What follows belongs to an exercise in optimizing a design on an open flow for small area, a short achievable clock period and few clock cycles; a production flow would make more cautious choices. In this exercise RTL edits were held to simulation tests only and were not proved equivalent to the original.

## flow/design.v

```verilog
module FP_Input_Pipe (output logic [17:0] mantissa,
					output logic [4:0] exponent,
					output logic sign,
					input logic [15:0] FP16);
	always_comb
	begin
		mantissa = {(|FP16[14:10]), FP16[9:0], 7'd0};
		exponent = FP16[14:10];
		sign = FP16[15];
	end
endmodule
module FP_Output_Pipe (output logic [15:0] FP16,
					input logic [17:0] mantissa,
					input logic [4:0] exponent,
					input logic sign);
	logic [10:0] rounded_mantissa;
	logic round_up, overflow;
	always_comb
	begin
		round_up = mantissa[6];  
		rounded_mantissa = mantissa[16:7] + (round_up ? 10'd1 : '0);
		overflow = rounded_mantissa[10];
		FP16[15] = sign;
		FP16[14:10] = exponent + ((overflow && ~&exponent) ? 5'd1 : '0);
		FP16[9:0] = rounded_mantissa[9:0];
	end
endmodule
module IM_LZC18 (output logic [4:0] lz,
				input logic [17:0] number);
	always_comb
	begin
		lz = 5'd18;
		for (int i = 0; i < 18; i++)
			if (number[i]) lz = 5'(17 - i);
	end
endmodule
module MULT11_Booth (r0, r1, a, neg, one, two);
	output [21:0] r0, r1;
	input [10:0] a;
	input [5:0] neg, one, two;
	wire w1;
	wire w2;
	wire w3;
	wire w4;
	wire w5;
	wire w6;
	wire w7;
	wire w8;
	wire w9;
	wire w10;
	wire w11;
	wire w12;
	wire w13;
	wire w14;
	wire w15;
	wire w16;
	wire w17;
	wire w18;
	wire w19;
	wire w20;
	wire w21;
	wire w22;
	wire w23;
	wire w24;
	wire w25;
	wire w26;
	wire w27;
	wire w28;
	wire w29;
	wire w30;
	wire w31;
	wire w32;
	wire w33;
	wire w34;
	wire w35;
	wire w36;
	wire w37;
	wire w38;
	wire w39;
	wire w40;
	wire w41;
	wire w42;
	wire w43;
	wire w44;
	wire w45;
	wire w46;
	wire w47;
	wire w48;
	wire w49;
	wire w50;
	wire w51;
	wire w52;
	wire w53;
	wire w54;
	wire w55;
	wire w56;
	wire w57;
	wire w58;
	wire w59;
	wire w60;
	wire w61;
	wire w62;
	wire w63;
	wire w64;
	wire w65;
	wire w66;
	wire w67;
	wire w68;
	wire w69;
	wire w70;
	wire w71;
	wire w72;
	wire w73;
	wire w74;
	wire w75;
	wire w76;
	wire w77;
	wire w78;
	wire w79;
	wire w80;
	wire w81;
	wire w82;
	wire w83;
	wire w84;
	wire w85;
	wire w86;
	wire w87;
	wire w88;
	wire w89;
	wire w90;
	wire w91;
	wire w92;
	wire w93;
	wire w94;
	wire w95;
	wire w96;
	wire w97;
	wire w98;
	wire w99;
	wire w100;
	wire w101;
	wire w102;
	wire w103;
	wire w104;
	wire w105;
	wire w106;
	wire w107;
	wire w108;
	wire w109;
	wire w110;
	wire w111;
	wire w112;
	wire w113;
	wire w114;
	wire w115;
	wire w116;
	wire w117;
	wire w118;
	wire w119;
	wire w120;
	assign {w2, w1} = (((a[10] & one[0]) | (a[9] & two[0])) ^ neg[0]) + (((a[8] & one[1]) | (a[7] & two[1])) ^ neg[1]);
	assign {w4, w3} = (((a[10] & two[0])) ^ neg[0]) + (((a[9] & one[1]) | (a[8] & two[1])) ^ neg[1]);
	assign {w6, w5} = (!neg[0]) + (((a[10] & one[1]) | (a[9] & two[1])) ^ neg[1]) + (((a[8] & one[2]) | (a[7] & two[2])) ^ neg[2]);
	assign {w8, w7} = (((a[10] & two[1])) ^ neg[1]) + (((a[9] & one[2]) | (a[8] & two[2])) ^ neg[2]);
	assign {w10, w9} = (((a[6] & one[0]) | (a[5] & two[0])) ^ neg[0]) + (((a[4] & one[1]) | (a[3] & two[1])) ^ neg[1]);
	assign {w12, w11} = (((a[7] & one[0]) | (a[6] & two[0])) ^ neg[0]) + (((a[5] & one[1]) | (a[4] & two[1])) ^ neg[1]);
	assign {w14, w13} = (((a[8] & one[0]) | (a[7] & two[0])) ^ neg[0]) + (((a[6] & one[1]) | (a[5] & two[1])) ^ neg[1]) + (((a[4] & one[2]) | (a[3] & two[2])) ^ neg[2]);
	assign {w16, w15} = (((a[2] & one[3]) | (a[1] & two[3])) ^ neg[3]) + (((a[0] & one[4])) ^ neg[4]);
	assign {w18, w17} = (((a[9] & one[0]) | (a[8] & two[0])) ^ neg[0]) + (((a[7] & one[1]) | (a[6] & two[1])) ^ neg[1]) + (((a[5] & one[2]) | (a[4] & two[2])) ^ neg[2]);
	assign {w20, w19} = (((a[3] & one[3]) | (a[2] & two[3])) ^ neg[3]) + (((a[1] & one[4]) | (a[0] & two[4])) ^ neg[4]);
	assign {w22, w21} = w1 + (((a[6] & one[2]) | (a[5] & two[2])) ^ neg[2]) + (((a[4] & one[3]) | (a[3] & two[3])) ^ neg[3]);
	assign {w24, w23} = (((a[2] & one[4]) | (a[1] & two[4])) ^ neg[4]) + (((a[0] & one[5])) ^ neg[5]) + neg[5];
	assign {w26, w25} = w2 + w3 + (((a[7] & one[2]) | (a[6] & two[2])) ^ neg[2]);
	assign {w28, w27} = (((a[5] & one[3]) | (a[4] & two[3])) ^ neg[3]) + (((a[3] & one[4]) | (a[2] & two[4])) ^ neg[4]) + (((a[1] & one[5]) | (a[0] & two[5])) ^ neg[5]);
	assign {w30, w29} = w4 + w5 + (((a[6] & one[3]) | (a[5] & two[3])) ^ neg[3]);
	assign {w32, w31} = (((a[4] & one[4]) | (a[3] & two[4])) ^ neg[4]) + (((a[2] & one[5]) | (a[1] & two[5])) ^ neg[5]) + 1'b1;
	assign {w34, w33} = w6 + w7 + (((a[7] & one[3]) | (a[6] & two[3])) ^ neg[3]);
	assign {w36, w35} = (((a[5] & one[4]) | (a[4] & two[4])) ^ neg[4]) + (((a[3] & one[5]) | (a[2] & two[5])) ^ neg[5]) + 1'b1;
	assign {w38, w37} = w8 + (!neg[1]) + (((a[10] & one[2]) | (a[9] & two[2])) ^ neg[2]);
	assign {w40, w39} = (((a[8] & one[3]) | (a[7] & two[3])) ^ neg[3]) + (((a[6] & one[4]) | (a[5] & two[4])) ^ neg[4]) + (((a[4] & one[5]) | (a[3] & two[5])) ^ neg[5]);
	assign {w42, w41} = (((a[10] & two[2])) ^ neg[2]) + (((a[9] & one[3]) | (a[8] & two[3])) ^ neg[3]) + (((a[7] & one[4]) | (a[6] & two[4])) ^ neg[4]);
	assign {w44, w43} = (((a[5] & one[5]) | (a[4] & two[5])) ^ neg[5]) + 1'b1;
	assign {w46, w45} = (!neg[2]) + (((a[10] & one[3]) | (a[9] & two[3])) ^ neg[3]) + (((a[8] & one[4]) | (a[7] & two[4])) ^ neg[4]);
	assign {w48, w47} = (((a[10] & two[3])) ^ neg[3]) + (((a[9] & one[4]) | (a[8] & two[4])) ^ neg[4]);
	assign {w50, w49} = (((a[4] & one[0]) | (a[3] & two[0])) ^ neg[0]) + (((a[2] & one[1]) | (a[1] & two[1])) ^ neg[1]);
	assign {w52, w51} = (((a[5] & one[0]) | (a[4] & two[0])) ^ neg[0]) + (((a[3] & one[1]) | (a[2] & two[1])) ^ neg[1]);
	assign {w54, w53} = w9 + (((a[2] & one[2]) | (a[1] & two[2])) ^ neg[2]) + (((a[0] & one[3])) ^ neg[3]);
	assign {w56, w55} = w10 + w11 + (((a[3] & one[2]) | (a[2] & two[2])) ^ neg[2]);
	assign {w58, w57} = w12 + w13 + w15;
	assign {w60, w59} = w14 + w16 + w17;
	assign {w62, w61} = w18 + w20 + w21;
	assign {w64, w63} = w22 + w24 + w25;
	assign {w66, w65} = w26 + w28 + w29;
	assign {w68, w67} = w30 + w32 + w33;
	assign {w70, w69} = w34 + w36 + w37;
	assign {w72, w71} = w38 + w40 + w41;
	assign {w74, w73} = w42 + w44 + w45;
	assign {w76, w75} = w46 + w47 + (((a[7] & one[5]) | (a[6] & two[5])) ^ neg[5]);
	assign {w78, w77} = w48 + (!neg[3]) + (((a[10] & one[4]) | (a[9] & two[4])) ^ neg[4]);
	assign {w80, w79} = (((a[10] & two[4])) ^ neg[4]) + (((a[9] & one[5]) | (a[8] & two[5])) ^ neg[5]);
	assign {w82, w81} = (((a[2] & one[0]) | (a[1] & two[0])) ^ neg[0]) + (((a[0] & one[1])) ^ neg[1]);
	assign {w84, w83} = (((a[3] & one[0]) | (a[2] & two[0])) ^ neg[0]) + (((a[1] & one[1]) | (a[0] & two[1])) ^ neg[1]);
	assign {w86, w85} = w49 + (((a[0] & one[2])) ^ neg[2]) + neg[2];
	assign {w88, w87} = w50 + w51 + (((a[1] & one[2]) | (a[0] & two[2])) ^ neg[2]);
	assign {w90, w89} = w52 + w53 + neg[3];
	assign {w92, w91} = w54 + w55 + (((a[1] & one[3]) | (a[0] & two[3])) ^ neg[3]);
	assign {w94, w93} = w56 + w57 + neg[4];
	assign {w96, w95} = w58 + w59 + w19;
	assign {w98, w97} = w60 + w61 + w23;
	assign {w100, w99} = w62 + w63 + w27;
	assign {w102, w101} = w64 + w65 + w31;
	assign {w104, w103} = w66 + w67 + w35;
	assign {w106, w105} = w68 + w69 + w39;
	assign {w108, w107} = w70 + w71 + w43;
	assign {w110, w109} = w72 + w73 + (((a[6] & one[5]) | (a[5] & two[5])) ^ neg[5]);
	assign {w112, w111} = w74 + w75 + 1'b1;
	assign {w114, w113} = w76 + w77 + (((a[8] & one[5]) | (a[7] & two[5])) ^ neg[5]);
	assign {w116, w115} = w78 + w79 + 1'b1;
	assign {w118, w117} = w80 + (!neg[4]) + (((a[10] & one[5]) | (a[9] & two[5])) ^ neg[5]);
	assign {w120, w119} = (((a[10] & two[5])) ^ neg[5]) + 1'b1;
	assign r0 = {w118, w116, w114, w112, w110, w108, w106, w104, w102, w100, w98, w96, w94, w92, w90, w88, w86, w84, w82, w81, (((a[1] & one[0]) | (a[0] & two[0])) ^ neg[0]), (((a[0] & one[0])) ^ neg[0])};
	assign r1 = {w119, w117, w115, w113, w111, w109, w107, w105, w103, w101, w99, w97, w95, w93, w91, w89, w87, w85, w83, neg[1], 1'b0, neg[0]};
endmodule
module Booth_Encode11 (neg, one, two, b);
	output [5:0] neg, one, two;
	input [10:0] b;
	wire [12:0] x = {1'b0, b, 1'b0};
	genvar i;
	generate
		for (i = 0; i < 6; i = i + 1) begin : digit
			assign neg[i] = x[2*i+2] & ~(x[2*i+1] & x[2*i]);
			assign one[i] = x[2*i+1] ^ x[2*i];
			assign two[i] = (x[2*i+2] & ~x[2*i+1] & ~x[2*i]) | (~x[2*i+2] & x[2*i+1] & x[2*i]);
		end
	endgenerate
endmodule
module MAU_Multiplier (output logic [17:0] c_mantissa,
					output logic [4:0] c_exponent,
					output logic c_sign,
					input logic [10:0] a_mantissa,
					input logic [4:0] a_exponent, b_exponent,
					input logic a_sign, b_sign,
					input logic [5:0] b_neg, b_one, b_two);
	logic [21:0] r0, r1, product;
	logic [5:0] initial_exp;
	MULT11_Booth mult0 (
		.r0(r0),
		.r1(r1),
		.a(a_mantissa),
		.neg(b_neg),
		.one(b_one),
		.two(b_two)
	);
	always_comb
	begin
		product = r0 + r1;
		initial_exp = a_exponent + b_exponent;
		c_mantissa = product[21:4];
		c_exponent = (initial_exp < 6'd14) ? 5'd0 : ((initial_exp >= 6'd46) ? 5'd31 : 5'(initial_exp - 6'd14));
		c_sign = a_sign ^ b_sign;
	end
endmodule
module MAU_Adder_Align (output logic [17:0] sum,
				output logic [4:0] large_e,
				output logic ovf, sign,
				input logic [17:0] q_mantissa, p_mantissa,
				input logic [4:0] q_exponent, p_exponent,
				input logic q_sign, p_sign,
				input logic q_large,
				input logic [4:0] diff);
	logic [17:0] large_m, small_m, value, addend;
	logic large_s, small_s, sub;
	logic [18:0] t;
	logic [17:0] u;
	always_comb
	begin
		large_m = q_large ? q_mantissa : p_mantissa;
		small_m = q_large ? p_mantissa : q_mantissa;
		large_e = q_large ? q_exponent : p_exponent;
		large_s = q_large ? q_sign : p_sign;
		small_s = q_large ? p_sign : q_sign;
		value = small_m >> diff;
		sub = large_s ^ small_s;
		addend = sub ? ~value : value;
		t = {1'b0, large_m} + {1'b0, addend};
		u = large_m + addend + 18'd1;
		ovf = ~sub & t[18];
		if (~sub)
		begin
			sum = t[18] ? t[18:1] : t[17:0];
			sign = large_s;
		end
		else if (t[18])
		begin
			sum = u;                  
			sign = large_s;
		end
		else
		begin
			sum = ~t[17:0];           
			sign = small_s;
		end
	end
endmodule
module MAU_Adder_Norm (output logic [17:0] c_mantissa,
				output logic [4:0] c_exponent, sh,
				input logic [17:0] sum,
				input logic [4:0] large_e,
				input logic ovf);
	logic [17:0] limit;
	assign limit = sum | (18'h20000 >> large_e);
	IM_LZC18 lzc0 (
		.lz(sh),
		.number(limit)
	);
	always_comb
	begin
		c_mantissa = sum << sh;
		c_exponent = large_e - sh + {4'd0, ovf};
	end
endmodule
module MAU (output logic busy,
			output logic [15:0] dbs_output, dbi_output,
			input logic [15:0] data_bus_supr, data_bus_infr,
			input logic [15:0] matRAM,
			input logic start, mode, clk, reset, add_mode);
	logic [3:0] step;
	logic [16:0] hold_s, hold_i;
	logic [5:0] mat_neg, mat_one, mat_two, in_neg, in_one, in_two;
	logic [4:0] mat_e;
	logic mat_s;
	logic [17:0] p_m, q_m, r_m, mult_m, norm_m;
	logic [4:0] p_e, q_e, r_e, mult_e, norm_e, norm_sh;
	logic p_s, q_s, r_s, mult_s;
	logic q_large, next_q_large;
	logic [4:0] diff, next_diff;
	logic [17:0] x_sum, align_sum;
	logic [4:0] x_e, align_e, align_e_inc;
	logic x_ovf, x_s, align_ovf, align_s;
	logic [6:0] x_d, x_nd, x_d_ovf, d, nd;
	logic d_pos;
	Booth_Encode11 enc0 (
		.neg(in_neg),
		.one(in_one),
		.two(in_two),
		.b({(|matRAM[14:10]), matRAM[9:0]})
	);
	MAU_Multiplier m_mult0 (
		.c_mantissa(mult_m),
		.c_exponent(mult_e),
		.c_sign(mult_s),
		.a_mantissa(hold_s[10:0]),
		.a_exponent(hold_s[15:11]),
		.a_sign(hold_s[16]),
		.b_exponent(mat_e),
		.b_sign(mat_s),
		.b_neg(mat_neg),
		.b_one(mat_one),
		.b_two(mat_two)
	);
	MAU_Adder_Align m_align0 (
		.sum(align_sum),
		.large_e(align_e),
		.ovf(align_ovf),
		.sign(align_s),
		.q_mantissa(q_m),
		.p_mantissa(p_m),
		.q_exponent(q_e),
		.p_exponent(p_e),
		.q_sign(q_s),
		.p_sign(p_s),
		.q_large(q_large),
		.diff(diff)
	);
	MAU_Adder_Norm m_norm0 (
		.c_mantissa(norm_m),
		.c_exponent(norm_e),
		.sh(norm_sh),
		.sum(x_sum),
		.large_e(x_e),
		.ovf(x_ovf)
	);
	FP_Output_Pipe out0 (
		.FP16(dbs_output),
		.mantissa(r_m),
		.exponent(r_e),
		.sign(r_s)
	);
	FP_Output_Pipe out1 (
		.FP16(dbi_output),
		.mantissa(q_m),
		.exponent(q_e),
		.sign(q_s)
	);
	assign align_e_inc = align_e + 5'd1;
	always_comb
	begin
		d = x_ovf ? x_d_ovf : (x_d + {2'd0, norm_sh});
		nd = x_ovf ? -x_d_ovf : (x_nd - {2'd0, norm_sh});
		d_pos = ~d[6] && (d != 7'd0);
		if (step == 4'd8)
		begin
			next_q_large = ~d_pos;
			next_diff = d_pos ? d[4:0] : nd[4:0];
		end
		else
		begin
			next_q_large = p_e > mult_e;
			next_diff = (p_e > mult_e) ? (p_e - mult_e) : (mult_e - p_e);
		end
	end
	assign busy = (step != 4'd0);
	always_ff @ (posedge clk, posedge reset)
	begin
		if (reset)
			step <= 4'd0;
		else if (step == 4'd0)
		begin
			if (start) step <= 4'd1;
		end
		else if ((step == 4'd8 && mode) || step == 4'd10)
			step <= 4'd0;
		else
			step <= step + 4'd1;
	end
	always_ff @ (posedge clk)
	begin
		{mat_neg, mat_one, mat_two, mat_e, mat_s} <= {in_neg, in_one, in_two, matRAM[14:10], matRAM[15]};
		if (step == 4'd1 || (step == 4'd4 && ~(mode && ~add_mode)))
		begin
			hold_s <= {data_bus_supr[15:10], (|data_bus_supr[14:10]), data_bus_supr[9:0]};
			hold_i <= {data_bus_infr[15:10], (|data_bus_infr[14:10]), data_bus_infr[9:0]};
		end
		else if (step == 4'd2 || step == 4'd4 || step == 4'd5)
		begin
			hold_s <= hold_i;
			hold_i <= hold_s;
		end
		if (step == 4'd8)
			{p_m, p_e, p_s} <= {r_m, r_e, r_s};
		else
			{p_m, p_e, p_s} <= {mult_m, mult_e, mult_s};
		if (step == 4'd8)
			{q_m, q_e, q_s} <= {norm_m, norm_e, x_s};
		else if (step == 4'd3 || step == 4'd6)
			{q_m, q_e, q_s} <= {p_m, p_e, p_s};
		q_large <= next_q_large;
		diff <= next_diff;
		{x_sum, x_e, x_ovf, x_s} <= {align_sum, align_e, align_ovf, align_s};
		x_d <= {2'd0, r_e} - {2'd0, align_e};
		x_nd <= {2'd0, align_e} - {2'd0, r_e};
		x_d_ovf <= {2'd0, r_e} - {2'd0, align_e_inc};
		if (step == 4'd5 || step == 4'd10)
			{r_m, r_e, r_s} <= {norm_m, norm_e, x_s};
	end
endmodule
```

## flow/run.sh

```bash
#!/bin/bash
# synth_recipe.tcl (not shown) runs the flow's synth.tcl, then flattens the netlist and writes it again
# the make line also repeats each setting of config.mk as NAME=value (left out here)
make -C /OpenROAD-flow-scripts/flow DESIGN_CONFIG=/design/flow/config.mk WORK_HOME=/design/flow/orfs CLKGATE_MAP_FILE= SYNTH_SCRIPT=/design/flow/synth_recipe.tcl finish
```

## flow/config.mk

```make
export PLATFORM = sky130hd
export DESIGN_NAME = MAU
export DESIGN_NICKNAME = MAU
export VERILOG_FILES = /design/flow/design.v
export SDC_FILE = /design/flow/constraint.sdc
export NUM_CORES = 4
export LEC_CHECK = 0
export CAP_MARGIN = 20
export CORE_MARGIN = 2
export CORE_UTILIZATION = 40
export SLEW_MARGIN = 20
```

## flow/constraint.sdc

```tcl
create_clock -name core_clock -period 10.0 [get_ports {clk}]
set_input_delay 2.0000 -clock core_clock [delete_from_list [all_inputs] [get_ports {clk}]]
set_output_delay 2.0000 -clock core_clock [all_outputs]
set_load 0.01 [all_outputs]
```

==> run summary, run 1 <==
- Status: timing/DRC/antenna clean
- WL final: 42600 um
- Mapped cell area: between 15000 and 20000 um2
- Vias: 12.9k
- Setup crit start: q_large
- Setup TNS: 0 ns
- Clk Latency, worst-skew pair: 0.45 ns
- Hold buffers post-CTS: 0
- Max Cap Viol: 0
- Number of global-route vias before repair: 12.5k
- Ys Warns: 6
- Post-Syn Nets: 1970
- Hold path start: r_m[1]
- Fillers: 3872
- Post-layout min period: 5.68 ns
- Antenna cell count: 0
- Setup Skew: 0.0168 ns
- Total grt overflow: 0
- Syn Area/Cell: 9.10 um2
- TritonCTS clock tree: done
- Maximum root-to-sink buffer count: 2
- Cts repair resizes: 0
- Final setup violation count: 0
- Class of the most critical setup path: reg -> reg
- Startpoint Class: register
- Synthesized netlist cell count: approximately 1.7k
- Number of placement rows: 73
- Dpl hpwl: 33400 um
- Largest net degree at the start of global routing: 55
- RSZ-0062 raised after global routing: false
- Port bufs: 85
- Most used flip-flop cell after synthesis: dfxtp_1
- IO Count: 86
- CP cell instances: buf_4 > mux4_2 > mux2i_1 > nand2_1 > o21ai_0 > or3_1 > o21ai_0 > xnor2_1 > ha_1 > fa_1 > a21o_1 > a21oi_1 > o21ai_0 > a311oi_1 > nor3_1 > o22a_1 > xnor2_1 > mux2_2
- WP buf/inv: 1
- Initial Util: between 40% and 50%
- DIE AREA: ~41000 um2
- Nature of the critical path endpoint: register
- P&R area growth vs syn: 11.4%
- Clk sink count: 180
- Crit path top cell by count: o21ai_0
- Setup Fix Bufs, Post-CTS: 0
- Worst-path fanout max: 37
- Nets@finish: 1985
- Worst path max stage delay: 0.60 ns
- Synth top area share: 15.5%
- Async S/R FF share, synth: 2.22%
- Residual DRC: 0
- Post-synth top area cell: edfxtp_1
- CP arrival: 6.01 ns
- Min-Delay Path Class: reg -> reg
- Yosys cell types: 85
- Share of layout cells above drive strength 1: 8.85%
- Die height: 203 um
- Ranking of synthesized cells by area: edfxtp_1 15%, dfxtp_1 12%, ha_1 9.5%
- Wire per inst: approximately 19 um
- Total track usage: 20.9%
- Number of synthesized flops with an enable pin: 82
- Part of the cycle the worst path needs: between 50% and 60%
- Fmax: 176 MHz
- Core ar.: 39500 um2
- Crit-path leading delay family: compound AO/OA/AOI/OAI gates
- TritonCTS Buffers: 17
- Slew Viols, Final: 0
- DP Worst Slack: 4.23 ns
- Slew margin rel.: 29.5%
- Clock slew at reported path FFs: 0.07 ns
- Worst Tran Pin Value: between 1 and 1.5 ns
- Final worst slack: 4.32 ns
- Detail Route Antenna Nets: 0
- Crit path required time: 10.33 ns
- Initial antenna violation count: 0
- Gpl congestion: 0.953
- Initial DRC Count: between 1k and 1.5k
- Clock tree root driver cell: clkbuf_16
- Register area share after synthesis: between 20% and 30%
- Mean number of vias per cell: 5.60
- RR Startpoint: q_large
- Initial DRT Pass Iterations: 5
- Final hold slack: 0.468 ns
- H-tree Lvls: 4
- Seq cells post-synth: 180
- Crit-path slowest cell: mux4_2
- Hold Fails Final Rpt: 0
- DIE WIDTH: 203 um
- First-pass GRT wire length: just under 70000 um
## cell usage after synthesis (all sizes together), types with 13 or more instances
cell,number
xor2,58
nor2b,17
fa,50
dfxtp,94
nor2,114
edfxtp,82
ha,121
o211ai,15
o31ai,15
a31oi,27
a21oi,110
inv,140
a22oi,61
xnor2,133
a21o,29
buf,20
o21ai,68
mux2i,39
clkbuf,77
mux4,19
nand3,43
a211oi,17
and2,13
nor3,21
nand2,149
mux2,67
## registers in the layout (all words and copies together), names as in the netlist, 6 cells and up
name	count
hold_i	17
hold_s	17
mat_one	6
mat_two	6
p_m	18
q_m	18
r_m	18
x_d_ovf	6
x_sum	18
## worst min-delay path: stages, from the launching register on
cell and delay [ns]:
edfxtp_1 0.32, nand2_1 0.04, o21ai_0 0.07
## metal layers
layer / vias to the layer above / share of wire [%] / global-route usage, % / routed length, um
li1: 6227 / - / - / -
met1: 6116 / 45 / 27.4 / 19000
met2: 458 / 46 / 33.9 / 19600
met3: 76 / 6.2 / 3.93 / 2650
met4: 0 / 3.1 / 8.11 / 1320
met5: - / 0 / 0 / 0
## stage by stage
step / instance area [um2] / utilization (%) / std cells
finish: 17700 / 44.9 / 2299
global route: 17700 / 44.9 / 2299
CTS: 17700 / 44.9 / 2299
detailed placement: 17100 / 43.4 / 2267
global placement: 17100 / 43.4 / 2267
floorplan: 15900 / - / 1746
## kinds of logic (layout without fill, tap and decap cells)
kind of cell | after synthesis | count (layout) | share of synthesized area [%]
buffers and inverters | 238 | 266 | 5.84
multiplexers | 125 | 125 | 9.90
adder cells (fa/ha/maj) | 171 | 171 | 15.8
XOR/XNOR | 191 | 191 | 10.5
AO/OA/AOI/OAI | 426 | 426 | 17.8
flip-flops | 180 | 180 | 28.0
AND/OR/NAND/NOR | 415 | 415 | 12.1
## path summary, 6_finish.rpt
kind	end	slack (ns)	cells past startpoint
min reg2reg	p_m[1]	0.47	2
max in group asynchronous	step[3]	8.13	2
max reg2reg	x_s	4.32	18
min in group asynchronous	step[0]	1.72	2
min	p_m[1]	0.47	2
max	x_s	4.32	18
## cell type report
cell class              count  area (um2)  area share [%]
clock buffers              19         454            2.56
clock inverters            13         134           0.756
inverters                 141         529            2.99
multi-input cells        1328       10600            59.7
flip-flops and latches    180        4450            25.1
well taps                 525         657            3.71
repair buffers             93         911            5.14
## cell usage in the layout (no fill, tap or decap), types with 18 or more instances in the layout
cell type | netlist | final
a21o_1 | 29 | 29
a21oi_1 | 109 | 108
a22oi_1 | 60 | 60
a31oi_1 | 27 | 27
clkbuf_16 | 0 | 18
clkdlybuf4s50_1 | 0 | 85
dfxtp_1 | 94 | 93
edfxtp_1 | 82 | 82
fa_1 | 50 | 50
ha_1 | 121 | 121
inv_1 | 136 | 136
mux2_2 | 66 | 66
mux2i_1 | 39 | 39
mux4_2 | 19 | 19
nand2_1 | 148 | 148
nand3_1 | 43 | 43
nor2_1 | 114 | 113
nor3_1 | 21 | 21
o21ai_0 | 63 | 61
xnor2_1 | 133 | 132
xor2_1 | 58 | 57
Testbench counts, summed over its fixed seeds: cycles 32,000.
==> run 2: changes to the inputs <==
--- a/flow/config.mk
+++ b/flow/config.mk
@@ -8,4 +8,5 @@
 export CAP_MARGIN = 20
 export CORE_MARGIN = 2
 export CORE_UTILIZATION = 40
+export SETUP_SLACK_MARGIN = 4.6
 export SLEW_MARGIN = 20
==> run summary, run 2 <==
- Post-layout min period: 5.19 ns (-0.494 ns)
- Met1 Use GR: 27.9% (+0.51 points)
- DIE WIDTH: 203 um (unchanged)
- Placed Area: 17100 um2 (unchanged)
- Initial DRT Pass Iterations: 7 (+2)
- Async S/R FF share, synth: 2.22% (unchanged)
- Most used flip-flop cell after synthesis: dfxtp_1
- Total grt overflow: 0 (unchanged)
- Seq cells post-synth: 180 (unchanged)
- Final setup violation count: 0 (unchanged)
- Share of layout cells above drive strength 1: 10.7% (+1.8 points)
- Non-Filler Instances: 2321 (+0.96%)
- Nature of the critical path endpoint: primary output
- TritonCTS Buffers: 17 (unchanged)
- Clock slew at reported path FFs: 0.07 ns (about the same)
- DIE AREA: 41300 um2 (unchanged)
- P&R area growth vs syn: 13.0%
- Vias: 13.0k (+0.62%)
- Fillers: 3851 (-0.54%)
- IO Count: 86 (unchanged)
- Top post-synthesis cells by count: 148 x nand2_1, 136 x inv_1, 133 x xnor2_1
- WL final: 43100 um (+1.2%)
- Antenna cell count: 0 (unchanged)
- Setup crit start: q_m[6]
- Maximum root-to-sink buffer count: 2 (unchanged)
- Initial antenna violation count: 0 (unchanged)
- Mapped cell area: 15900 um2 (unchanged)
- Synth top area share: 15.5% (unchanged)
- Mean number of vias per cell: 5.58 (-0.33%)
- Clk Latency, worst-skew pair: 0.46 ns (about the same)
- Most frequent cells in the layout: 148 x nand2_1, 136 x inv_1, 132 x xnor2_1
- Ys Warns: 6 (unchanged)
- Synthesized netlist cell count: 1746 (unchanged)
- Startpoint Class: register
- Count leader, synth: nand2_1
- Dpl hpwl: 33400 um (unchanged)
- Slew Viols, Final: 0 (unchanged)
- Gpl congestion: 0.953 (unchanged)
- Post-synth top area cell: edfxtp_1
- Residual DRC: 0 (unchanged)
- Core Util, Final: 45.5% (+0.64 points)
- Wire per inst: 18.6 um (+0.20%)
- Number of global-route vias before repair: 12.5k (-0.23%)
- Syn Area/Cell: 9.10 um2 (unchanged)
- Fmax: 193 MHz (+9.5%)
- Crit path required time: 8.00 ns (-2.33 ns)
- CP arrival: 3.19 ns (-2.82 ns)
- Port bufs: 85 (unchanged)
- Met2 global-route usage: 34.2% (+0.30 points)
- Initial Util: 40.3% (unchanged)
- Initial DRC Count: 1164 (+3.2%)
- Hold buffers post-CTS: 0 (unchanged)
- Clock tree root driver cell: clkbuf_16
- H-tree Lvls: 4 (unchanged)
- Final std cell area, no fill: 18000 um2 (+1.4%)
- Ranking of synthesized cells by area: edfxtp_1 15%, dfxtp_1 12%, ha_1 9.5%
- Slew margin rel.: 29.0% (-0.49 points)
- Yosys cell types: 85 (unchanged)
- Part of the cycle the worst path needs: 51.9% (-4.9 points)
- Post-Syn Nets: 1970 (unchanged)
- Register area share after synthesis: 28.0% (unchanged)
- GRT Max-Usage Layer: met2
- Status: timing/DRC/antenna clean
- RR Startpoint: hold_s[7]
- Nets@finish: 2007 (+1.1%)
- Die height: 203 um (unchanged)
- Cells after DPL: 2267 (unchanged)
- Footprint of the multi-input gates: 10600 um2 (+0.59%)
- Leading cell type in the layout, fill and taps excluded: nand2_1
- Clk sink count: 180 (unchanged)
- Hold path start: r_m[1]
- RSZ-0062 raised after global routing: true
- Class of the most critical setup path: reg -> out
- Max Cap Viol: 0 (unchanged)
- Min-Delay Path Class: reg -> reg
- Number of synthesized flops with an enable pin: 82 (unchanged)
- Total track usage: 20.9% (+0.096 points)
- Met3 usage: 3.42% (-0.51 points)
- Setup Skew: 0.0169 ns (+0.0000393 ns)
- Hold Fails Final Rpt: 0 (unchanged)
- Worst-path fanout max: 4 (-89%)
- Core ar.: 39500 um2 (unchanged)
- TritonCTS clock tree: done
- Number of placement rows: 73 (unchanged)
- Largest net degree at the start of global routing: 55 (unchanged)
- Detail Route Antenna Nets: 0 (unchanged)
- First-pass GRT wire length: 68400 um (+0.51%)
- Worst Tran Pin Value: 1.06 ns (+0.00740 ns)
- Setup TNS: 0 ns (unchanged)
- Sequential cell area: 4450 um2 (+0.17%)
run 2: cell count changes in the layout (fill, tap and decap cells not counted), sizes merged:
cell,change
buf,+21
o22ai,+1
run 2: routing by layer:
metal	part of all wire, %	routed length (um)
met1	45	19200
met4	2.9	1260
met3	6.1	2630
met5	0	0
met2	46	20000
run 2: final timing paths:
check,end,cells after the start,slack (ns)
setup / recovery,dbi_output[14],10,4.81
hold / removal,p_m[1],2,0.47
setup reg to reg,p_m[17],20,4.84
hold reg to reg,p_m[1],2,0.47
max in group asynchronous,step[3],2,8.13
min in group asynchronous,step[0],2,1.72
run 2: cell type report:
type,instances,share of cell area [%]
multi-input combinational,1329,59.2
clock buffer,19,2.53
timing repair buffer,114,6.09
tap,525,3.66
clock inverter,13,0.745
inverter,141,2.95
sequential,180,24.8
run 2: timing repair:
action / in CTS / in global routing
resized for setup: 6 / 15
endpoints found under the setup margin: 20 / 23
setup buffers: 0 / 21
gates cloned: 1 / 0
pin swaps: 1 / 3
run 2: kinds of logic after synthesis:
kind of cell | Yosys count | share of synthesized area (%)
AOI/OAI and AO/OA | 426 | 17.8
and+or+nand+nor | 415 | 12.1
buffers and inverters | 238 | 5.84
xor gates and xnor gates | 191 | 10.5
DFF | 180 | 28.0
adders and majority gates | 171 | 15.8
muxes | 125 | 9.90
run 2: metrics by stage:
step	hold slack [ns]	setup slack, ns
2_1_floorplan	0.408	5.08
3_3_place_gp	0.429	4.41
3_5_place_dp	0.458	4.23
4_1_cts	0.479	4.67
5_1_grt	0.533	4.55
6_report	0.467	4.81
run 2: worst max-delay path, stage by stage, from the launching register on:
cell	delay (ns)
edfxtp_1	0.42
ha_1	0.24
ha_1	0.23
nand2_1	0.11
nor2_4	0.19
o2111a_1	0.23
ha_1	0.18
ha_1	0.19
nand3_1	0.11
xnor2_1	0.24
clkdlybuf4s50_1	0.59
==> run 3: changes to the inputs <==
--- a/flow/config.mk
+++ b/flow/config.mk
@@ -8,5 +8,5 @@
 export CAP_MARGIN = 20
 export CORE_MARGIN = 2
 export CORE_UTILIZATION = 40
-export SETUP_SLACK_MARGIN = 4.6
+export SETUP_SLACK_MARGIN = 5.0
 export SLEW_MARGIN = 20
==> run summary, run 3 <==
- Detail Route Antenna Nets: 0 (unchanged)
- Mapped cell area: 15900 um2 (unchanged)
- Share of layout cells above drive strength 1: 12.9% (+2.2 points)
- Port bufs: 85 (unchanged)
- Worst Reg-to-Reg Cells: 21 (+5.0%)
- CP arrival: 2.89 ns (-0.30 ns)
- CP cell instances: ha_2 > ha_2 > nand2_1 > nor2_4 > o2111a_1 > ha_1 > nand3_1 > xnor2_1 > clkdlybuf4s50_1
- Number of global-route vias before repair: 12.6k (+1.1%)
- Leading cell type in the layout, fill and taps excluded: nand2_1
- Maximum root-to-sink buffer count: 2 (unchanged)
- Total grt overflow: 0 (unchanged)
- Hold Fails Final Rpt: 0 (unchanged)
- Final std cell area, no fill: 18200 um2 (+1.2%)
- Most frequent cells in the layout: 148 x nand2_1, 132 x inv_1, 131 x xnor2_1
- Largest net degree at the start of global routing: 55 (unchanged)
- Wire per inst: 18.8 um (+1.2%)
- Number of placement rows: 73 (unchanged)
- Total track usage: 21.3% (+0.40 points)
- Initial DRT Pass Iterations: 5 (-2)
- Most used flip-flop cell after synthesis: dfxtp_1
- Top post-synthesis cells by count: 148 x nand2_1, 136 x inv_1, 133 x xnor2_1
- Nets@finish: 2016 (+0.45%)
- P&R area growth vs syn: 14.4%
- Hold buffers post-CTS: 0 (unchanged)
- Clk Latency, worst-skew pair: 0.46 ns (about the same)
- Final hold slack: 0.467 ns (+0.000251 ns)
- TritonCTS clock tree: done
- Dpl hpwl: 33400 um (unchanged)
- Initial Util: 40.3% (unchanged)
- Seq cells post-synth: 180 (unchanged)
- WL final: 43800 um (+1.6%)
- Setup Skew: 0.0176 ns (+0.000745 ns)
- Worst-path fanout max: 3 (-1)
- Max Cap Viol: 0 (unchanged)
- Nature of the critical path endpoint: primary output
- Fmax: 205 MHz (+6.2%)
- Min-Delay Path Class: reg -> reg
- Ranking of synthesized cells by area: edfxtp_1 15%, dfxtp_1 12%, ha_1 9.5%
- Status: timing/DRC/antenna clean
- Initial DRC Count: 1078 (-7.4%)
- Vias: 13.0k (-0.015%)
- H-tree Lvls: 4 (unchanged)
- Clock tree root driver cell: clkbuf_16
- Worst path max stage delay: 0.59 ns (about the same)
- Final setup violation count: 0 (unchanged)
- Part of the cycle the worst path needs: 48.9% (-3.0 points)
- Async S/R FF share, synth: 2.22% (unchanged)
- RSZ-0062 raised after global routing: true
- Crit-path slowest cell: clkdlybuf4s50_1
- DIE AREA: 41300 um2 (unchanged)
- Core ar.: 39500 um2 (unchanged)
- First-pass GRT wire length: 69500 um (+1.7%)
- Post-Syn Nets: 1970 (unchanged)
- Mean number of vias per cell: 5.56 (-0.40%)
- DIE WIDTH: 203 um (unchanged)
- Clock slew at reported path FFs: 0.07 ns (about the same)
- Residual DRC: 0 (unchanged)
- Die height: 203 um (unchanged)
- Gpl congestion: 0.953 (unchanged)
- Setup TNS: 0 ns (unchanged)
- Post-synth top area cell: edfxtp_1
- Class of the most critical setup path: reg -> out
- Slew margin rel.: 29.4% (+0.33 points)
- Crit path top cell by count: ha_2
- TritonCTS Buffers: 17 (unchanged)
- Antenna cell count: 0 (unchanged)
- Crit path required time: 8.00 ns (about the same)
- Startpoint Class: register
- Synth top area share: 15.5% (unchanged)
- Count leader, synth: nand2_1
- Ys Warns: 6 (unchanged)
- Hold path depth: 2 (unchanged)
- Number of synthesized flops with an enable pin: 82 (unchanged)
- Synthesized netlist cell count: 1746 (unchanged)
- Slew Viols, Final: 0 (unchanged)
- Clk sink count: 180 (unchanged)
- Placed Area: 17100 um2 (unchanged)
- Worst Tran Pin Value: 1.06 ns (-0.00500 ns)
- Initial antenna violation count: 0 (unchanged)
- Syn Area/Cell: 9.10 um2 (unchanged)
- Register area share after synthesis: 28.0% (unchanged)
- Post-layout min period: 4.89 ns (-0.302 ns)
- IO Count: 86 (unchanged)
- Yosys cell types: 85 (unchanged)
## run 3: worst max-delay path: cells and delay by family, from the launching register on
kind,cells,cell delay [ns]
XOR/XNOR,1,0.26
AO/OA/AOI/OAI,1,0.22
adder cells (fa/ha/maj),3,0.61
buffers and inverters,1,0.59
AND/OR/NAND/NOR,3,0.36
flip-flops,1,0.39
## run 3: stage by stage
stage | setup WS, ns | utilization (%) | instances
6_report | 5.11 | 46.1 | 2330
5_1_grt | 4.92 | 46.1 | 2330
4_1_cts | 4.95 | 45.4 | 2311
3_5_place_dp | 4.23 | 43.4 | 2267
3_3_place_gp | 4.41 | 43.4 | 2267
2_1_floorplan | 5.08 | - | 1746
## run 3: logic make-up after synthesis
logic type / Yosys count / synth area share, %
AND/OR/NAND/NOR: 415 / 12.1
flip-flops: 180 / 28.0
XOR/XNOR: 191 / 10.5
buffers and inverters: 238 / 5.84
multiplexers: 125 / 9.90
AO/OA/AOI/OAI: 426 / 17.8
adder cells (fa/ha/maj): 171 / 15.8
## run 3: layout make-up
type                    instances  area, um2
clock inverters                13        134
flip-flops and latches        180       4470
well taps                     525        657
fillers                      3839      21300
inverters                     141        529
multi-input cells            1329      10700
repair buffers                123       1190
clock buffers                  19        454
## run 3: what timing repair did
action,in CTS,in global routing
endpoints found under the setup margin,34,33
gates cloned,2,0
pin swaps,4,16
resized for setup,30,33
setup buffers,10,19
## run 3: path summary, 6_finish.rpt
check | start | to | slack, ns
max | q_m[7] | dbi_output[13] | 5.11
max in group asynchronous | reset | step[3] | 8.13
max reg2reg | hold_s[9] | p_m[17] | 5.16
min reg2reg | r_m[1] | p_m[1] | 0.47
min | r_m[1] | p_m[1] | 0.47
min in group asynchronous | reset | step[0] | 1.72
## run 3: routing by layer
metal  global-route usage (%)  wire (um)  part of all wire [%]  up-vias
met5                        0          0                     0        -
met4                     8.55       1320                   3.0        0
met3                     3.48       2470                   5.6       84
met2                     34.8      20500                    47      425
met1                     28.2      19500                    45     6156
li1                         -          -                     -     6290
==> run 4: changes to the inputs <==
--- a/flow/design.v
+++ b/flow/design.v
@@ -335,9 +335,10 @@
 	logic q_large, next_q_large;
 	logic [4:0] diff, next_diff;
 	logic [17:0] x_sum, align_sum;
-	logic [4:0] x_e, align_e, align_e_inc;
+	logic [4:0] x_e, align_e;
 	logic x_ovf, x_s, align_ovf, align_s;
 	logic [6:0] x_d, x_nd, x_d_ovf, d, nd;
+	logic [4:0] x_e_inc;
 	logic d_pos;
 	Booth_Encode11 enc0 (
 		.neg(in_neg),
@@ -392,7 +393,10 @@
 		.exponent(q_e),
 		.sign(q_s)
 	);
-	assign align_e_inc = align_e + 5'd1;
+	assign x_e_inc = x_e + 5'd1;
+	assign x_d = {2'd0, r_e} - {2'd0, x_e};
+	assign x_nd = {2'd0, x_e} - {2'd0, r_e};
+	assign x_d_ovf = {2'd0, r_e} - {2'd0, x_e_inc};
 	always_comb
 	begin
 		d = x_ovf ? x_d_ovf : (x_d + {2'd0, norm_sh});
@@ -447,9 +451,6 @@
 		q_large <= next_q_large;
 		diff <= next_diff;
 		{x_sum, x_e, x_ovf, x_s} <= {align_sum, align_e, align_ovf, align_s};
-		x_d <= {2'd0, r_e} - {2'd0, align_e};
-		x_nd <= {2'd0, align_e} - {2'd0, r_e};
-		x_d_ovf <= {2'd0, r_e} - {2'd0, align_e_inc};
 		if (step == 4'd5 || step == 4'd10)
 			{r_m, r_e, r_s} <= {norm_m, norm_e, x_s};
 	end
--- a/flow/config.mk
+++ b/flow/config.mk
@@ -8,5 +8,4 @@
 export CAP_MARGIN = 20
 export CORE_MARGIN = 2
 export CORE_UTILIZATION = 40
-export SETUP_SLACK_MARGIN = 5.0
 export SLEW_MARGIN = 20
==> run summary, run 4 <==
- Detail Route Antenna Nets: 0 (unchanged)
- Most used flip-flop cell after synthesis: edfxtp_1
- Ys Warns: 6 (unchanged)
- Clk sink count: 164 (-8.9%)
- Min-Delay Path Class: reg -> reg
- Setup Skew: 0.0145 ns (-0.00313 ns)
- Total grt overflow: 0 (unchanged)
- Top post-synthesis cells by count: 143 x nand2_1, 135 x inv_1, 131 x xnor2_1
- DP Worst Slack: 3.58 ns (-0.649 ns)
- RSZ-0062 raised after global routing: false
- Worst r2r dst: diff[1]
- FF-to-FF setup slack: 3.70 ns (-1.46 ns)
- Wire per inst: 19.4 um (+3.0%)
- Worst Reg-to-Reg Cells: 17 (-19%)
- First-pass GRT wire length: 69400 um (-0.18%)
- Synthesized-area fraction occupied by adder cells: 16.4% (+0.56 points)
- Hold Fails Final Rpt: 0 (unchanged)
- Count leader, synth: nand2_1
- Core ar.: 38600 um2 (-2.1%)
- Total track usage: 21.6% (+0.30 points)
- Vias: 12.8k (-1.1%)
- Die height: 202 um (-0.68%)
- Leading cell type in the layout, fill and taps excluded: nand2_1
- Max Cap Viol: 0 (unchanged)
- Slew margin rel.: 26.6% (-2.8 points)
- Mux cell area share after synthesis: 10.5% (+0.58 points)
- Mean number of vias per cell: 5.66 (+1.7%)
- CP arrival: 6.70 ns (+3.81 ns)
- Initial antenna violation count: 0 (unchanged)
- WHS Endpoint: p_m[2]
- Clock slew at reported path FFs: 0.07 ns (about the same)
- Hold path start: r_m[2]
- Status: timing/DRC/antenna clean
- Yosys cell types: 86 (+1.2%)
- Seq cells post-synth: 164 (-8.9%)
- Synth top area share: 15.7% (+0.22 points)
- Register area share after synthesis: 26.3% (-1.7 points)
- Most frequent cells in the layout: 143 x nand2_1, 135 x inv_1, 130 x xnor2_1
- Nets@finish: 1961 (-2.7%)
- Worst-path fanout max: 27 (+24)
- Dpl hpwl: 34200 um (+2.5%)
- Post-synthesis xor/xnor area fraction: 10.5% (-0.076 points)
- Nature of the critical path endpoint: register
- Antenna cell count: 0 (unchanged)
- Final std cell area, no fill: 17500 um2 (-3.9%)
- Synthesized netlist cell count: 1722 (-1.4%)
- Final setup violation count: 0 (unchanged)
- Core Util, Final: 45.2% (-0.86 points)
- Number of placement rows: 72 (-1.4%)
- Largest net degree at the start of global routing: 55 (unchanged)
- H-tree Lvls: 4 (unchanged)
- Initial DRT Pass Iterations: 5 (unchanged)
- Fmax: 159 MHz (-22%)
- Clock tree root driver cell: clkbuf_16
- Maximum root-to-sink buffer count: 2 (unchanged)
- Ranking of synthesized cells by area: edfxtp_1 16%, dfxtp_1 10%, ha_1 9.7%
- P&R area growth vs syn: 11.5%
- Worst path max stage delay: 0.92 ns (+0.33 ns)
- Worst Tran Pin Value: 1.10 ns (+0.0438 ns)
- Share of layout cells above drive strength 1: 9.44% (-3.4 points)
- Residual DRC: 0 (unchanged)
- Largest family of logic cells by synthesized area: compound AO/OA/AOI/OAI gates
- Slew Viols, Final: 0 (unchanged)
- Mapped cell area: 15700 um2 (-1.4%)
- Crit path required time: 10.40 ns (+2.40 ns)
- IO Count: 86 (unchanged)
- Hold buffers post-CTS: 0 (unchanged)
- Startpoint Class: register
- Cts repair resizes: 0 (-100%)
- TritonCTS Buffers: 17 (unchanged)
- CP cell instances: inv_1 > ha_1 > nor2b_1 > a21oi_1 > o2111a_1 > or2_1 > clkinv_2 > fa_1 > nor2b_1 > o21a_1 > o21a_1 > nor3_1 > a2111oi_0 > o211ai_1 > nand2_1 > mux4_2 > a21oi_1
- Async S/R FF share, synth: 2.44% (+0.22 points)
- Number of synthesized flops with an enable pin: 82 (unchanged)
- Post-synthesis compound-gate area fraction: 18.6% (+0.73 points)
- Crit-path slowest cell: a21oi_1
- Syn Area/Cell: 9.10 um2 (about the same)
- Initial DRC Count: 972 (-9.8%)
- Clk Latency, worst-skew pair: 0.47 ns (about the same)
- Synth Area in Simple Gates: 11.7% (-0.41 points)
- Number of global-route vias before repair: 12.6k (-0.53%)
- Initial Util: 40.6% (+0.28 points)
- Final worst slack: 3.70 ns (-1.41 ns)
- Post-layout min period: 6.30 ns (+1.41 ns)
- DIE AREA: 40800 um2 (-1.4%)
- Setup TNS: 0 ns (unchanged)
- RR Startpoint: x_e[1]
- DIE WIDTH: 202 um (-0.68%)
- Placed Area: 16900 um2 (-1.4%)
- Port bufs: 85 (unchanged)
- Class of the most critical setup path: reg -> reg
- Gpl congestion: 0.930 (-2.4%)
- WL final: 43900 um (+0.15%)
- Setup Fix Bufs, Post-CTS: 0 (-10)
- Post-Syn Nets: 1949 (-1.1%)
- TritonCTS clock tree: done
- Part of the cycle the worst path needs: 63.0% (+14 points)
- Hold path depth: 2 (unchanged)
- Post-synth top area cell: edfxtp_1
[run 4: cells by family (layout without fill, tap and decap cells)]
family / Yosys count / count (layout)
compound gates: 437 / 437
xor+xnor: 187 / 187
fa+ha+maj: 174 / 174
buf+inv: 244 / 269
flops: 164 / 164
mux: 124 / 124
simple gates: 392 / 392
[run 4: cell type report]
type                       instances  area [um2]
fill                            3648       21200
clock buffer                      17         425
timing repair buffer              97         948
tap                              518         648
multi-input combinational       1314       10600
clock inverter                    15         158
sequential                       164        4130
inverter                         140         527
[run 4: worst max-delay path, delay by kind of cell, from the launching register on]
kind	cells	cell delay [ns]
DFF	1	0.51
buffers and inverters	2	0.79
adders and majority gates	2	0.88
muxes	1	0.52
and+or+nand+nor	5	1.31
AOI/OAI and AO/OA	7	2.20
[run 4: worst max-delay path by stage]
stage	depth (start not counted)	from	slack [ns]	endpoint
3_5_place_dp	17	x_e[1]	3.58	diff[1]
3_3_place_gp	17	x_e[1]	3.87	diff[1]
6_report	17	x_e[1]	3.70	diff[1]
4_1_cts	17	x_e[1]	3.57	diff[1]
5_1_grt	17	x_e[1]	3.23	diff[1]
2_1_floorplan	22	q_large	4.97	x_sum[6]
[run 4: metrics by stage]
stage | hold WS [ns] | instances
5_1_grt | 0.486 | 2265
2_1_floorplan | 0.408 | 1722
4_1_cts | 0.464 | 2264
6_report | 0.457 | 2265
3_3_place_gp | 0.431 | 2232
3_5_place_dp | 0.440 | 2232
[run 4: routing by layer]
layer	routed length, um	part of all wire, %	track usage [%]
met5	0	0	0
met3	2520	5.7	3.53
met2	20100	46	34.5
met1	20100	46	29.6
met4	1140	2.6	7.80
Testbench counts of run 4, summed over its fixed seeds: cycles 32,000.
==> run 5: changes to the inputs <==
--- a/flow/design.v
+++ b/flow/design.v
@@ -251,9 +251,18 @@
 		.one(b_one),
 		.two(b_two)
 	);
+	logic [21:0] product_inc;
+	logic carry, carry_inc;
+	Add_Compound #(.N(22)) add0 (
+		.s0(product),
+		.s1(product_inc),
+		.c0(carry),
+		.c1(carry_inc),
+		.a(r0),
+		.b(r1)
+	);
 	always_comb
 	begin
-		product = r0 + r1;
 		initial_exp = a_exponent + b_exponent;
 		c_mantissa = product[21:4];
 		c_exponent = (initial_exp < 6'd14) ? 5'd0 : ((initial_exp >= 6'd46) ? 5'd31 : 5'(initial_exp - 6'd14));
@@ -272,6 +281,15 @@
 	logic large_s, small_s, sub;
 	logic [18:0] t;
 	logic [17:0] u;
+	logic cout_u;
+	Add_Compound #(.N(18)) add0 (
+		.s0(t[17:0]),
+		.s1(u),
+		.c0(t[18]),
+		.c1(cout_u),
+		.a(large_m),
+		.b(addend)
+	);
 	always_comb
 	begin
 		large_m = q_large ? q_mantissa : p_mantissa;
@@ -282,8 +300,6 @@
 		value = small_m >> diff;
 		sub = large_s ^ small_s;
 		addend = sub ? ~value : value;
-		t = {1'b0, large_m} + {1'b0, addend};
-		u = large_m + addend + 18'd1;
 		ovf = ~sub & t[18];
 		if (~sub)
 		begin
@@ -319,6 +335,30 @@
 		c_exponent = large_e - sh + {4'd0, ovf};
 	end
 endmodule
+module Add_Compound #(parameter int N = 18)
+				(output logic [N-1:0] s0, s1,
+				output logic c0, c1,
+				input logic [N-1:0] a, b);
+	logic [N-1:0] g, p, gg, pp;
+	always_comb
+	begin
+		g = a & b;
+		p = a ^ b;
+		gg = g;
+		pp = p;
+		for (int l = 0; l < 5; l++)
+			for (int i = N - 1; i >= 0; i--)
+				if (((i >> l) & 1) && ((1 << l) < N))
+				begin
+					gg[i] = gg[i] | (pp[i] & gg[((i >> l) << l) - 1]);
+					pp[i] = pp[i] & pp[((i >> l) << l) - 1];
+				end
+		s0 = p ^ {gg[N-2:0], 1'b0};
+		s1 = p ^ {gg[N-2:0] | pp[N-2:0], 1'b1};
+		c0 = gg[N-1];
+		c1 = gg[N-1] | pp[N-1];
+	end
+endmodule
 module MAU (output logic busy,
 			output logic [15:0] dbs_output, dbi_output,
 			input logic [15:0] data_bus_supr, data_bus_infr,
==> run summary, run 5 <==
- Status: timing/DRC/antenna clean
- Worst path max stage delay: 0.88 ns (-0.04 ns)
- Synthesized netlist cell count: 1649 (-4.2%)
- Max Cap Viol: 0 (unchanged)
- Port bufs: 85 (unchanged)
- Setup TNS: 0 ns (unchanged)
- Clk Latency, worst-skew pair: 0.45 ns (-0.02 ns)
- Share of layout cells above drive strength 1: 10.1% (+0.70 points)
- Mean number of vias per cell: 5.58 (-1.3%)
- WL final: 41600 um (-5.1%)
- Async S/R FF share, synth: 2.44% (unchanged)
- H-tree Lvls: 4 (unchanged)
- IO Count: 86 (unchanged)
- Total grt overflow: 0 (unchanged)
- Crit-path slowest cell: clkinv_1
- Hold buffers post-CTS: 0 (unchanged)
- Hold Fails Final Rpt: 0 (unchanged)
- Ranking of synthesized cells by area: edfxtp_1 16%, dfxtp_1 10%, ha_1 9.9%
- Initial DRT Pass Iterations: 8 (+3)
- Part of the cycle the worst path needs: 59.8% (-3.1 points)
- Initial Util: 40.8% (+0.23 points)
- Ys Warns: 8 (+2)
- Synth top area share: 16.0% (+0.24 points)
- Slew Viols, Final: 0 (unchanged)
- Detail Route Antenna Nets: 0 (unchanged)
- TritonCTS clock tree: done
- Post-Syn Nets: 1882 (-3.4%)
- Mapped cell area: 15400 um2 (-1.5%)
- Nets@finish: 1906 (-2.8%)
- RR Startpoint: x_e[1]
- DIE WIDTH: 200 um (-0.75%)
- Top post-synthesis cells by count: 130 x nand2_1, 130 x xnor2_1, 122 x ha_1
- Placed Area: 16600 um2 (-1.4%)
- Gpl congestion: 0.949 (+2.1%)
- Seq cells post-synth: 164 (unchanged)
- TritonCTS Buffers: 17 (unchanged)
- Worst-path fanout max: 25 (-7.4%)
- Yosys cell types: 90 (+4.7%)
- Cts repair resizes: 0 (unchanged)
- Min-Delay Path Class: reg -> reg
- Crit path top cell by count: nor2b_1
- Total track usage: 20.7% (-0.94 points)
- Residual DRC: 0 (unchanged)
- Number of global-route vias before repair: 12.0k (-4.4%)
- P&R area growth vs syn: 11.9%
- Most frequent cells in the layout: 130 x nand2_1, 129 x xnor2_1, 122 x ha_1
- Clock slew at reported path FFs: 0.08 ns (about the same)
- Post-layout min period: 5.98 ns (-0.314 ns)
- CP arrival: 6.36 ns (-0.34 ns)
- CP cell instances: inv_1 > ha_1 > nor2b_1 > a2111oi_4 > nor2b_1 > a31o_1 > clkinv_1 > fa_1 > nor2b_1 > o21a_1 > o21ai_0 > a21oi_1 > o211a_1 > o31ai_1 > o211ai_1 > mux4_2 > a21oi_1
- Number of placement rows: 71 (-1.4%)
- Startpoint Class: register
- Largest net degree at the start of global routing: 55 (unchanged)
- Fmax: 167 MHz (+5.2%)
- Clock tree root driver cell: clkbuf_16
- Final worst slack: 4.02 ns (+0.314 ns)
- Die height: 200 um (-0.75%)
- Worst Tran Pin Value: 0.991 ns (-0.110 ns)
- Hold path start: r_m[2]
- Setup Fix Bufs, Post-CTS: 0 (unchanged)
- Initial DRC Count: 746 (-23%)
- Maximum root-to-sink buffer count: 2 (unchanged)
- RSZ-0062 raised after global routing: false
- Number of synthesized flops with an enable pin: 82 (unchanged)
- Vias: 12.3k (-4.2%)
- DP Worst Slack: 4.12 ns (+0.541 ns)
- Slew margin rel.: 33.8% (+7.2 points)
- Final setup violation count: 0 (unchanged)
- Crit path required time: 10.38 ns (-0.02 ns)
- Nature of the critical path endpoint: register
- Setup Skew: 0.0105 ns (-0.00403 ns)
- Clk sink count: 164 (unchanged)
- Class of the most critical setup path: reg -> reg
- Register area share after synthesis: 26.7% (+0.41 points)
- Setup crit start: x_e[1]
- Post-synth top area cell: edfxtp_1
- First-pass GRT wire length: 66400 um (-4.3%)
- Wire per inst: 18.9 um (-2.3%)
- Initial antenna violation count: 1 (+1)
- Most used flip-flop cell after synthesis: edfxtp_1
- Core ar.: 37800 um2 (-2.1%)
- Syn Area/Cell: 9.36 um2 (+2.8%)
- Leading cell type in the layout, fill and taps excluded: nand2_1
- Final std cell area, no fill: 17300 um2 (-1.2%)
- Dpl hpwl: 32500 um (-5.0%)
- DIE AREA: 40200 um2 (-1.5%)
-- run 5: cell types whose count changed after synthesis, moves of 11 or more --
| cell | before | now |
|---|---|---|
| a21oi_1 | 110 | 90 |
| clkbuf_1 | 84 | 68 |
| inv_1 | 135 | 119 |
| nand2_1 | 143 | 130 |
| o21ai_0 | 69 | 58 |
| xor2_1 | 56 | 42 |
-- run 5: worst paths after layout --
kind,endpoint,slack (ns),depth (start not counted)
max,diff[1],4.02,17
min,p_m[2],0.45,2
max reg2reg,diff[1],4.02,17
min reg2reg,p_m[2],0.45,2
max in group asynchronous,step[3],8.09,2
min in group asynchronous,step[2],1.75,2
-- run 5: cell type report --
| type | count | area, um2 |
|---|---|---|
| Antenna cell | 1 | 2.50 |
| Clock buffer | 17 | 425 |
| Clock inverter | 15 | 179 |
| Fill cell | 3684 | 20600 |
| Inverter | 126 | 473 |
| Multi-Input combinational cell | 1271 | 10500 |
| Sequential cell | 164 | 4130 |
| Tap cell | 511 | 639 |
| Timing Repair Buffer | 93 | 931 |
-- run 5: metal layers --
metal	GRT usage, %	share of wire [%]	routed length, um
met1	27.8	46	19000
met2	33.6	46	19200
met3	4.22	5.9	2470
met4	6.35	2.3	946
met5	0	0	0
-- run 5: metrics by stage --
step           utilization (%)  hold WS [ns]  instances
2_1_floorplan                -         0.408       1649
3_3_place_gp              44.0         0.422       2164
3_5_place_dp              44.0         0.421       2164
4_1_cts                   45.5         0.453       2196
5_1_grt                   45.6         0.472       2197
6_report                  45.6         0.449       2198
-- run 5: logic make-up (layout without fill, tap and decap cells) --
logic type / count (synthesis) / after routing / share of synthesized area, %
xor gates and xnor gates: 172 / 172 / 9.76
and+or+nand+nor: 411 / 411 / 13.1
other: 0 / 1 / 0
DFF: 164 / 164 / 26.7
AOI/OAI and AO/OA: 387 / 387 / 17.5
buffers and inverters: 214 / 251 / 5.59
muxes: 121 / 121 / 9.91
adders and majority gates: 180 / 180 / 17.4
-- run 5: worst max-delay path: cells and delay by family (launching register included) --
family                   cells  cell delay [ns]
AO/OA/AOI/OAI                9             2.22
adder cells (fa/ha/maj)      2             1.01
buffers and inverters        2             1.06
flip-flops                   1             0.51
multiplexers                 1             0.58
AND/OR/NAND/NOR              3             0.51
Testbench counts of run 5, summed over its fixed seeds: cycles 32,000.
==> run 6: changes to the inputs <==
--- a/flow/design.v
+++ b/flow/design.v
@@ -377,8 +377,7 @@
 	logic [17:0] x_sum, align_sum;
 	logic [4:0] x_e, align_e;
 	logic x_ovf, x_s, align_ovf, align_s;
-	logic [6:0] x_d, x_nd, x_d_ovf, d, nd;
-	logic [4:0] x_e_inc;
+	logic [6:0] x_d, x_nd, k, d, nd;
 	logic d_pos;
 	Booth_Encode11 enc0 (
 		.neg(in_neg),
@@ -433,14 +432,11 @@
 		.exponent(q_e),
 		.sign(q_s)
 	);
-	assign x_e_inc = x_e + 5'd1;
-	assign x_d = {2'd0, r_e} - {2'd0, x_e};
-	assign x_nd = {2'd0, x_e} - {2'd0, r_e};
-	assign x_d_ovf = {2'd0, r_e} - {2'd0, x_e_inc};
 	always_comb
 	begin
-		d = x_ovf ? x_d_ovf : (x_d + {2'd0, norm_sh});
-		nd = x_ovf ? -x_d_ovf : (x_nd - {2'd0, norm_sh});
+		k = x_ovf ? ((&x_e) ? 7'd31 : 7'h7f) : {2'd0, norm_sh};
+		d = x_d + k;
+		nd = x_nd - k;
 		d_pos = ~d[6] && (d != 7'd0);
 		if (step == 4'd8)
 		begin
@@ -491,6 +487,8 @@
 		q_large <= next_q_large;
 		diff <= next_diff;
 		{x_sum, x_e, x_ovf, x_s} <= {align_sum, align_e, align_ovf, align_s};
+		x_d <= {2'd0, r_e} - {2'd0, align_e};
+		x_nd <= {2'd0, align_e} - {2'd0, r_e};
 		if (step == 4'd5 || step == 4'd10)
 			{r_m, r_e, r_s} <= {norm_m, norm_e, x_s};
 	end
==> run summary, run 6 <==
- Mean number of vias per cell: 5.49 (-1.7%)
- Synth top area share: 16.0% (+0.036 points)
- Ys Warns: 8 (unchanged)
- Core ar.: 37800 um2 (-0.23%)
- Placed Area: 16600 um2 (-0.33%)
- Syn Area/Cell: 9.45 um2 (+0.94%)
- Final hold slack: 0.456 ns (+0.00704 ns)
- Setup Fix Bufs, Post-CTS: 0 (unchanged)
- Class of the most critical setup path: reg -> reg
- Post-Syn Nets: 1854 (-1.5%)
- First-pass GRT wire length: 64800 um (-2.4%)
- H-tree Lvls: 4 (unchanged)
- Total grt overflow: 0 (unchanged)
- CP arrival: 6.27 ns (-0.09 ns)
- Slew Viols, Final: 0 (unchanged)
- Final worst slack: 4.09 ns (+0.0708 ns)
- Startpoint Class: register
- Leading cell type in the layout, fill and taps excluded: nand2_1
- Fillers: 3603 (-2.2%)
- Hold buffers post-CTS: 0 (unchanged)
- Initial antenna violation count: 0 (-1)
- IO Count: 86 (unchanged)
- P&R area growth vs syn: 11.9% (about the same)
- Wire per inst: 18.6 um (-1.7%)
- Die height: 200 um (-0.11%)
- Ranking of synthesized cells by area: edfxtp_1 16%, dfxtp_1 11%, ha_1 9.4%
- Crit path required time: 10.35 ns (-0.03 ns)
- Min-Delay Path Class: reg -> reg
- Yosys cell types: 87 (-3.3%)
- Fmax: 169 MHz (+1.2%)
- Residual DRC: 0 (unchanged)
- Mapped cell area: 15400 um2 (-0.23%)
- Antenna cell count: 0 (-1)
- Share of layout cells above drive strength 1: 10.1% (-0.064 points)
- Setup Skew: 0.0237 ns (+0.0132 ns)
- Hold Fails Final Rpt: 0 (unchanged)
- Part of the cycle the worst path needs: 59.1% (-0.71 points)
- Seq cells post-synth: 174 (+6.1%)
- Initial Util: 40.8% (about the same)
- Async S/R FF share, synth: 2.30% (-0.14 points)
- Worst-path fanout max: 30 (+20%)
- Gpl congestion: 0.911 (-4.0%)
- TritonCTS clock tree: done
- RR Startpoint: q_large
- Synthesized netlist cell count: 1630 (-1.2%)
- WL final: 40500 um (-2.6%)
- Final std cell area, no fill: 17200 um2 (-0.25%)
- Largest net degree at the start of global routing: 49 (-11%)
- Clk Latency, worst-skew pair: 0.46 ns (about the same)
- Post-layout min period: 5.91 ns (-0.0708 ns)
- Hold path start: r_m[4]
- Initial DRC Count: 770 (+3.2%)
- Clk sink count: 174 (+6.1%)
- Detail Route Antenna Nets: 0 (unchanged)
- Dpl hpwl: 31700 um (-2.4%)
- Number of synthesized flops with an enable pin: 82 (unchanged)
- Initial DRT Pass Iterations: 5 (-3)
- Post-synth top area cell: edfxtp_1
- RSZ-0062 raised after global routing: false
- Status: timing/DRC/antenna clean
- TritonCTS Buffers: 17 (unchanged)
- Setup TNS: 0 ns (unchanged)
- Cts repair resizes: 0 (unchanged)
- Clock tree root driver cell: clkbuf_16
- Most frequent cells in the layout: 136 x nand2_1, 125 x xnor2_1, 122 x inv_1
- DIE AREA: 40100 um2 (-0.22%)
- Clock slew at reported path FFs: 0.09 ns (about the same)
- Final setup violation count: 0 (unchanged)
[run 6: cell type report]
cell class / count / area, um2 / area share [%]
multi-input cells: 1238 / 10200 / 59.3
well taps: 511 / 639 / 3.71
flip-flops and latches: 174 / 4330 / 25.1
repair buffers: 94 / 938 / 5.45
clock buffers: 17 / 425 / 2.47
inverters: 129 / 484 / 2.81
clock inverters: 15 / 195 / 1.13
[run 6: worst paths after layout]
path                                   to  slack [ns]  cells past startpoint
worst min-delay path               p_m[4]        0.46                      2
max in group asynchronous         step[3]        8.12                      2
min in group asynchronous         step[2]        1.73                      2
worst max register to register  x_sum[14]        4.09                     21
worst min register to register     p_m[4]        0.46                      2
worst max-delay path            x_sum[14]        4.09                     21
[run 6: cell families (layout without fill, tap and decap cells)]
kind of cell / after synthesis / in the layout / synth area share [%]
AO/OA/AOI/OAI: 352 / 352 / 15.8
multiplexers: 145 / 145 / 11.6
buffers and inverters: 218 / 255 / 5.81
flip-flops: 174 / 174 / 28.1
adder cells (fa/ha/maj): 171 / 171 / 16.6
AND/OR/NAND/NOR: 406 / 406 / 12.8
XOR/XNOR: 164 / 164 / 9.33
[run 6: critical path: stages, from the launching register on]
cell and delay [ns]:
dfxtp_2 0.58, buf_4 0.48, mux4_2 0.59, mux2i_1 0.18, nand2_1 0.07, o21ai_0 0.15
or3_1 0.14, o21ai_0 0.09, xnor2_1 0.23, ha_1 0.17, inv_1 0.05, fa_1 0.40
nor2b_1 0.15, o31ai_1 0.10, a211o_1 0.31, o211a_1 0.30, nor3_2 0.28, o31a_1 0.56
nor2_1 0.15, buf_4 0.25, mux2_2 0.29, a211o_1 0.28
[run 6: per-layer routing]
metal  up-vias  wire length [um]  part of all wire (%)  GRT usage (%)
met5         -                 0                     0              0
met4         0               874                   2.2           5.33
met3        52              1710                   4.2           3.37
met2       261             19500                    48           33.9
met1      5798             18500                    46           26.8
li1       5842                 -                     -              -
[run 6: metrics by stage]
stage,util (%),cells
final,45.6,2178
after global routing,45.6,2178
after floorplan,-,1630
after detailed placement,43.9,2145
after CTS,45.6,2177
after global placement,43.9,2145
Testbench counts of run 6, summed over its fixed seeds: cycles 32,000.

-- afterwards: timing with drivers on the ports --
Ports are ideal in the flow. The routed layouts listed here were re-timed in OpenROAD. Step 1 (the two cells are an assumption about what drives the block):
set clk [get_ports {clk}]
set_driving_cell -lib_cell sky130_fd_sc_hd__clkbuf_16 $clk
set_driving_cell -lib_cell sky130_fd_sc_hd__buf_2 [delete_from_list [all_inputs] $clk]
Step 2 moves the port delays by t, midway between the first and last clock arrival at a register: inputs arrive t later, outputs are due t later. That takes back most of the time a late clock gives input paths. Three values: no drivers, after step 1, after step 2; two values: the first two.
run | shift t [ns] | slack for setup (ns) | latest minus earliest clock arrival (ns) | worst data-port slew with drivers (ns) | pins driven straight from the clock port
run 1 | 0.503 | 4.316 / 4.316 / 4.316 | 0.018 / 0.018 | 0.05 | 1
run 2 | 0.506 | 4.809 / 4.753 / 4.845 | 0.020 / 0.020 | 0.05 | 1
run 3 | 0.503 | 5.112 / 5.057 / 5.156 | 0.020 / 0.020 | 0.05 | 1
run 4 | 0.519 | 3.702 / 3.702 / 3.702 | 0.015 / 0.016 | 0.04 | 1
run 5 | 0.494 | 4.016 / 4.016 / 4.016 | 0.010 / 0.011 | 0.05 | 1
run 6 | 0.497 | 4.087 / 4.087 / 4.087 | 0.024 / 0.024 | 0.04 | 1
After both steps setup and hold are still met in every run listed.
